Source: an optimization exercise on an open RTL-to-GDS flow (aim: small area, a short achievable clock period and few clock cycles). Production flows keep margins and buffers that such runs may drop.
Function was checked by simulation only, so behaviour that the tests miss may differ from the original.

// EC_TOP
module EC_TOP(
    clk, rst_n, in_valid,
    in_Px, in_Py, in_Qx, in_Qy, in_prime, in_a,
    out_valid, out_Rx, out_Ry
);
==> flow/config.mk <==
export PLATFORM = sky130hd
export DESIGN_NAME = EC_TOP
export DESIGN_NICKNAME = EC_TOP
export VERILOG_FILES = /design/flow/design.v
export SDC_FILE = /design/flow/constraint.sdc
export NUM_CORES = 4
export LEC_CHECK = 0
export ABC_AREA = 1
export CAP_MARGIN = 20
export CORE_MARGIN = 2
export CORE_UTILIZATION = 30
export PLACE_DENSITY = 0.5
export SLEW_MARGIN = 20
==> flow/constraint.sdc <==
create_clock -name core_clock -period 80.0 [get_ports {clk}]
set_input_delay 16.0000 -clock core_clock [delete_from_list [all_inputs] [get_ports {clk}]]
set_output_delay 16.0000 -clock core_clock [all_outputs]
set_load 0.01 [all_outputs]
standard.sh (not shown) runs the stock make flow with config.mk's settings and CLKGATE_MAP_FILE= SYNTH_SCRIPT=/design/flow/synth_recipe.tcl, a recipe that flattens the netlist after the stock synthesis.
==> flow/flow/run.sh <==
#!/bin/bash
# The standard layout (the standard.sh), with these changes:
# - synthesis maps Yosys's carry-lookahead cells ($lcu) to ripple carry
#   (flow/ripple_lcu.v) instead of ORFS's Kogge-Stone map, which makes the
#   many small adders of this design about a fifth smaller;
# - every port is still buffered, with the smallest buffer cell;
# - the clock tree uses mid-sized clock buffers and no dummy loads (there are
#   only a few dozen flip-flops);
# - timing repair aims for MARGIN ns of setup slack, a few ns above what the
#   layout reaches without it, so that the resizer speeds up the slowest
#   paths (the clock period and constraints are unchanged).
set -euo pipefail
MARGIN=46
export SYNTH_OPERATIONS_ARGS="-extra-map $PWD/flow/ripple_lcu.v"
export BUFFER_PORTS_ARGS="-buffer_cell sky130_fd_sc_hd__buf_1"
export CTS_ARGS="-sink_clustering_enable -repair_clock_nets -dont_use_dummy_load -root_buf sky130_fd_sc_hd__clkbuf_8 -buf_list sky130_fd_sc_hd__clkbuf_8"
bash standard.sh SETUP_SLACK_MARGIN=$MARGIN finish > standard.log 2>&1
==> flow/flow/ripple_lcu.v <==
(* techmap_celltype = "$lcu" *)
module _80_lcu_ripple (P, G, CI, CO);
	parameter WIDTH = 2;

	(* force_downto *)
	input [WIDTH-1:0] P, G;
	input CI;

	(* force_downto *)
	output [WIDTH-1:0] CO;

	integer i;
	(* force_downto *)
	reg [WIDTH-1:0] c;

	wire [1023:0] _TECHMAP_DO_ = "proc; opt -fast";

	always @* begin
		c[0] = G[0] | (P[0] & CI);
		for (i = 1; i < WIDTH; i = i + 1)
			c[i] = G[i] | (P[i] & c[i - 1]);
	end

	assign CO = c;
endmodule
The first run finished with timing, DRC and antenna clean.
Testbench counts at the start, summed over its fixed seeds: cycles 1,600.
Then changed:
--- a/flow/flow/run.sh
+++ b/flow/flow/run.sh
@@ -12,3 +12,3 @@
 set -euo pipefail
-MARGIN=46
+MARGIN=48
 export SYNTH_OPERATIONS_ARGS="-extra-map $PWD/flow/ripple_lcu.v"
Result: Worst hold slack hardly moves; sequential share of layout area is lower by 0.18 points; utilization is higher by 2.0 points; global-route usage is higher by 0.32 points; setup slack improved by 1.3 ns; synthesized area is unchanged; critical path depth is lower by 11; synthesized cell count is unchanged; wire length is higher by 2.8%; clock-buffer cell count does not change.

== run A ==
Another version of the RTL of EC_TOP (not shown whole).
For scale: roughly 2500 cells after synthesis, roughly 39 flip-flops, ~16000 sq um of cells after synthesis.
## EC_TOP
module EC_TOP(
    clk, rst_n, in_valid,
    in_Px, in_Py, in_Qx, in_Qy, in_prime, in_a,
    out_valid, out_Rx, out_Ry
);
input clk, rst_n, in_valid;
input [5:0] in_Px, in_Py, in_Qx, in_Qy, in_prime, in_a;
output reg out_valid;
output [5:0] out_Rx, out_Ry;
wire [5:0] p = in_prime;
wire dbl = (in_Px == in_Qx) && (in_Py == in_Qy);
wire [6:0] fc, fp;
wire       fge;
ec_sub7 u_fc(.a({2'b0, p[5:1]}), .b(in_Px), .ge(fge), .d(fc));
ec_sub7 u_fp(.a({1'b0, p}), .b(in_Px), .ge(), .d(fp));
wire [4:0] pf = fge ? in_Px[4:0] : fp[4:0];         
wire [5:0] sq3;
SQ_IP u_sqt(.IN_P(p), .IN_F(pf), .OUT_SQ(sq3));
wire [6:0] n3 = sq3 + in_a;                          
wire [5:0] numD, numA, num;
wire [6:0] n3d;
wire       n3ge;
ec_sub7 u_r1(.a(n3), .b(p), .ge(n3ge), .d(n3d));
assign numD = n3ge ? n3d[5:0] : n3[5:0];
ec_subm u_na(.a(in_Qy), .b(in_Py), .p(p), .r(numA));
assign num = dbl ? numD : numA;
wire [6:0] py2;
wire       py2ge;
wire [5:0] denD, denA, den;
ec_sub7 u_py2(.a({in_Py, 1'b0}), .b(p), .ge(py2ge), .d(py2));
assign denD = py2ge ? py2[5:0] : {in_Py[4:0], 1'b0};
ec_subm u_da(.a(in_Qx), .b(in_Px), .p(p), .r(denA));
assign den = dbl ? denD : denA;
wire [6:0] hc, pd;
wire       hge;
ec_sub7 u_hc(.a({2'b0, p[5:1]}), .b(den), .ge(hge), .d(hc));
wire       neg = ~hge;                       
ec_sub7 u_pd(.a({1'b0, p}), .b(den), .ge(), .d(pd));
  ...
clock: 80.0 ns
lec_check: 0
abc_area: 1
cap_margin: 20
core_margin: 2
core_utilization: 30
place_density: 0.5
slew_margin: 20
==> flow/flow/run.sh <==
#!/bin/bash
# The standard layout (the standard.sh), with these changes:
# - synthesis maps Yosys's carry-lookahead cells ($lcu) to ripple carry
#   (flow/ripple_lcu.v) instead of ORFS's Kogge-Stone map, which makes the
#   many small adders of this design about a fifth smaller;
# - every port is still buffered, with the smallest buffer cell;
# - the clock tree uses mid-sized clock buffers and no dummy loads (there are only
#   a few dozen flip-flops).
set -euo pipefail
export SYNTH_OPERATIONS_ARGS="-extra-map $PWD/flow/ripple_lcu.v"
export BUFFER_PORTS_ARGS="-buffer_cell sky130_fd_sc_hd__buf_1"
export CTS_ARGS="-sink_clustering_enable -repair_clock_nets -dont_use_dummy_load -root_buf sky130_fd_sc_hd__clkbuf_8 -buf_list sky130_fd_sc_hd__clkbuf_8"
bash standard.sh SETUP_SLACK_MARGIN=43 finish > standard.log 2>&1
Scripts as last shown in full above: flow/flow/ripple_lcu.v
Run A has completed all stages; timing, DRC and antenna checks passed.
Testbench counts of run A, summed over its fixed seeds: cycles 1,600.
Here is what was changed in the inputs of run B compared with run A.
==> flow/flow/run.sh <==
#!/bin/bash
# The standard layout (the standard.sh), with these changes:
# - synthesis maps Yosys's carry-lookahead cells ($lcu) to ripple carry
#   (flow/ripple_lcu.v) instead of ORFS's Kogge-Stone map, which makes the
#   many small adders of this design about a fifth smaller;
# - every port is still buffered, with the smallest buffer cell;
# - the clock tree uses mid-sized clock buffers and no dummy loads (there are
#   only a few dozen flip-flops);
# - timing repair aims for MARGIN ns of setup slack, a few ns above what the
#   layout reaches without it, so that the resizer speeds up the slowest
#   paths (the clock period and constraints are unchanged).
set -euo pipefail
MARGIN=44
export SYNTH_OPERATIONS_ARGS="-extra-map $PWD/flow/ripple_lcu.v"
export BUFFER_PORTS_ARGS="-buffer_cell sky130_fd_sc_hd__buf_1"
export CTS_ARGS="-sink_clustering_enable -repair_clock_nets -dont_use_dummy_load -root_buf sky130_fd_sc_hd__clkbuf_8 -buf_list sky130_fd_sc_hd__clkbuf_8"
bash standard.sh SETUP_SLACK_MARGIN=$MARGIN finish > standard.log 2>&1
Notes after the runs:
- The lower total of cells resized after clock tree synthesis of run B and run A is in run A.
- Run B reached the end of the flow, and the finished layout is clean on the timing, design-rule and antenna checks.
- Run A: no failed stages, no open violations at the end
- Between run B and run A, it is run B whose final period utilization is lower, by 1.2 points.
- Re wire length per cell: run B is about 0.7% up on run A.
- Register fraction of the total cell area of run B is on par with run A.
- ~same post-layout instance count excluding filler cells in run B and run A
- Run B and run A ended up with nearly the same number of sinks on the clock net.
- In the metrics for run B and run A, the one carrying the higher number of global-route vias before repair is run B.
Changes in run C relative to run B:
==> flow/flow/run.sh <==
#!/bin/bash
# The standard layout (the standard.sh), with these changes:
# - synthesis maps Yosys's carry-lookahead cells ($lcu) to ripple carry
#   (flow/ripple_lcu.v) instead of ORFS's Kogge-Stone map, which makes the
#   many small adders of this design about a fifth smaller;
# - every port is still buffered, with the smallest buffer cell;
# - the clock tree uses mid-sized clock buffers and no dummy loads (there are only
#   a few dozen flip-flops).
set -euo pipefail
export SYNTH_OPERATIONS_ARGS="-extra-map $PWD/flow/ripple_lcu.v"
export BUFFER_PORTS_ARGS="-buffer_cell sky130_fd_sc_hd__buf_1"
export CTS_ARGS="-sink_clustering_enable -repair_clock_nets -dont_use_dummy_load -root_buf sky130_fd_sc_hd__clkbuf_8 -buf_list sky130_fd_sc_hd__clkbuf_8"
bash standard.sh finish > standard.log 2>&1
### Flow results
As far as aggregate negative setup slack goes, run C and run B are indistinguishable; the numbers are identical. Of run B and run C, run C shows the lower maximum fanout encountered on the critical timing path, with run B above it. Run C: layout net count lower than run B. Run C vs. run B: met1 track utilization from global routing higher, non-clock buffer count lower.
Edits applied to the flow inputs when going from run C to run D:
diff --git a/flow/flow/run.sh b/flow/flow/run.sh
--- a/flow/flow/run.sh
+++ b/flow/flow/run.sh
@@ -11,3 +11,3 @@
 export BUFFER_PORTS_ARGS="-buffer_cell sky130_fd_sc_hd__buf_1"
 export CTS_ARGS="-sink_clustering_enable -repair_clock_nets -dont_use_dummy_load -root_buf sky130_fd_sc_hd__clkbuf_8 -buf_list sky130_fd_sc_hd__clkbuf_8"
-bash standard.sh finish > standard.log 2>&1
+bash standard.sh SETUP_SLACK_MARGIN=47 finish > standard.log 2>&1
Findings:
Delta (run D minus run C): multi-input gate share of the layout cell area dropped 4.6 points, sequential fraction of total cell area dropped 0.68 points, overall routing resource usage climbed 2.3 points.

port drivers added, routing unchanged:
How much do the figures lean on ideal ports? The routed layouts below were timed once more, with nothing changed but the port constraints. Step 1 sets driving cells, clkbuf_16 on the clock port and buf_2 on the other inputs (assumed; they add their load-dependent delay and slew). Step 2, shift: input delay + t, output delay - t, t = (earliest + latest rising clock arrival at the registers) / 2. This alone moves slack from input paths to output paths. Three values: no drivers, after step 1, after step 2; two values: the first two.
run | t (ns) | slack for setup (ns) | worst setup path after step 2 | clock arrival spread, ns
the first run of note 1 | 0.347 | 47.236 / 47.192 / 47.129 | input to register | 0.015 / 0.014
the second run of note 1 | 0.349 | 48.544 / 48.567 / 48.218 | input to register | 0.016 / 0.016
run A | 0.322 | 43.900 / 43.857 / 43.535 | input to register | 0.029 / 0.028
run B | 0.322 | 44.872 / 44.839 / 44.518 | input to register | 0.027 / 0.027
run C | 0.322 | 42.351 / 42.312 / 41.990 | input to register | 0.029 / 0.029
run D | 0.342 | 46.434 / 46.439 / 46.097 | input to register | 0.020 / 0.020
After both steps every run listed still meets setup and hold. For run A, which loses most, drivers alone change the setup slack by -0.043 ns; drivers and shift together by -0.365 ns.
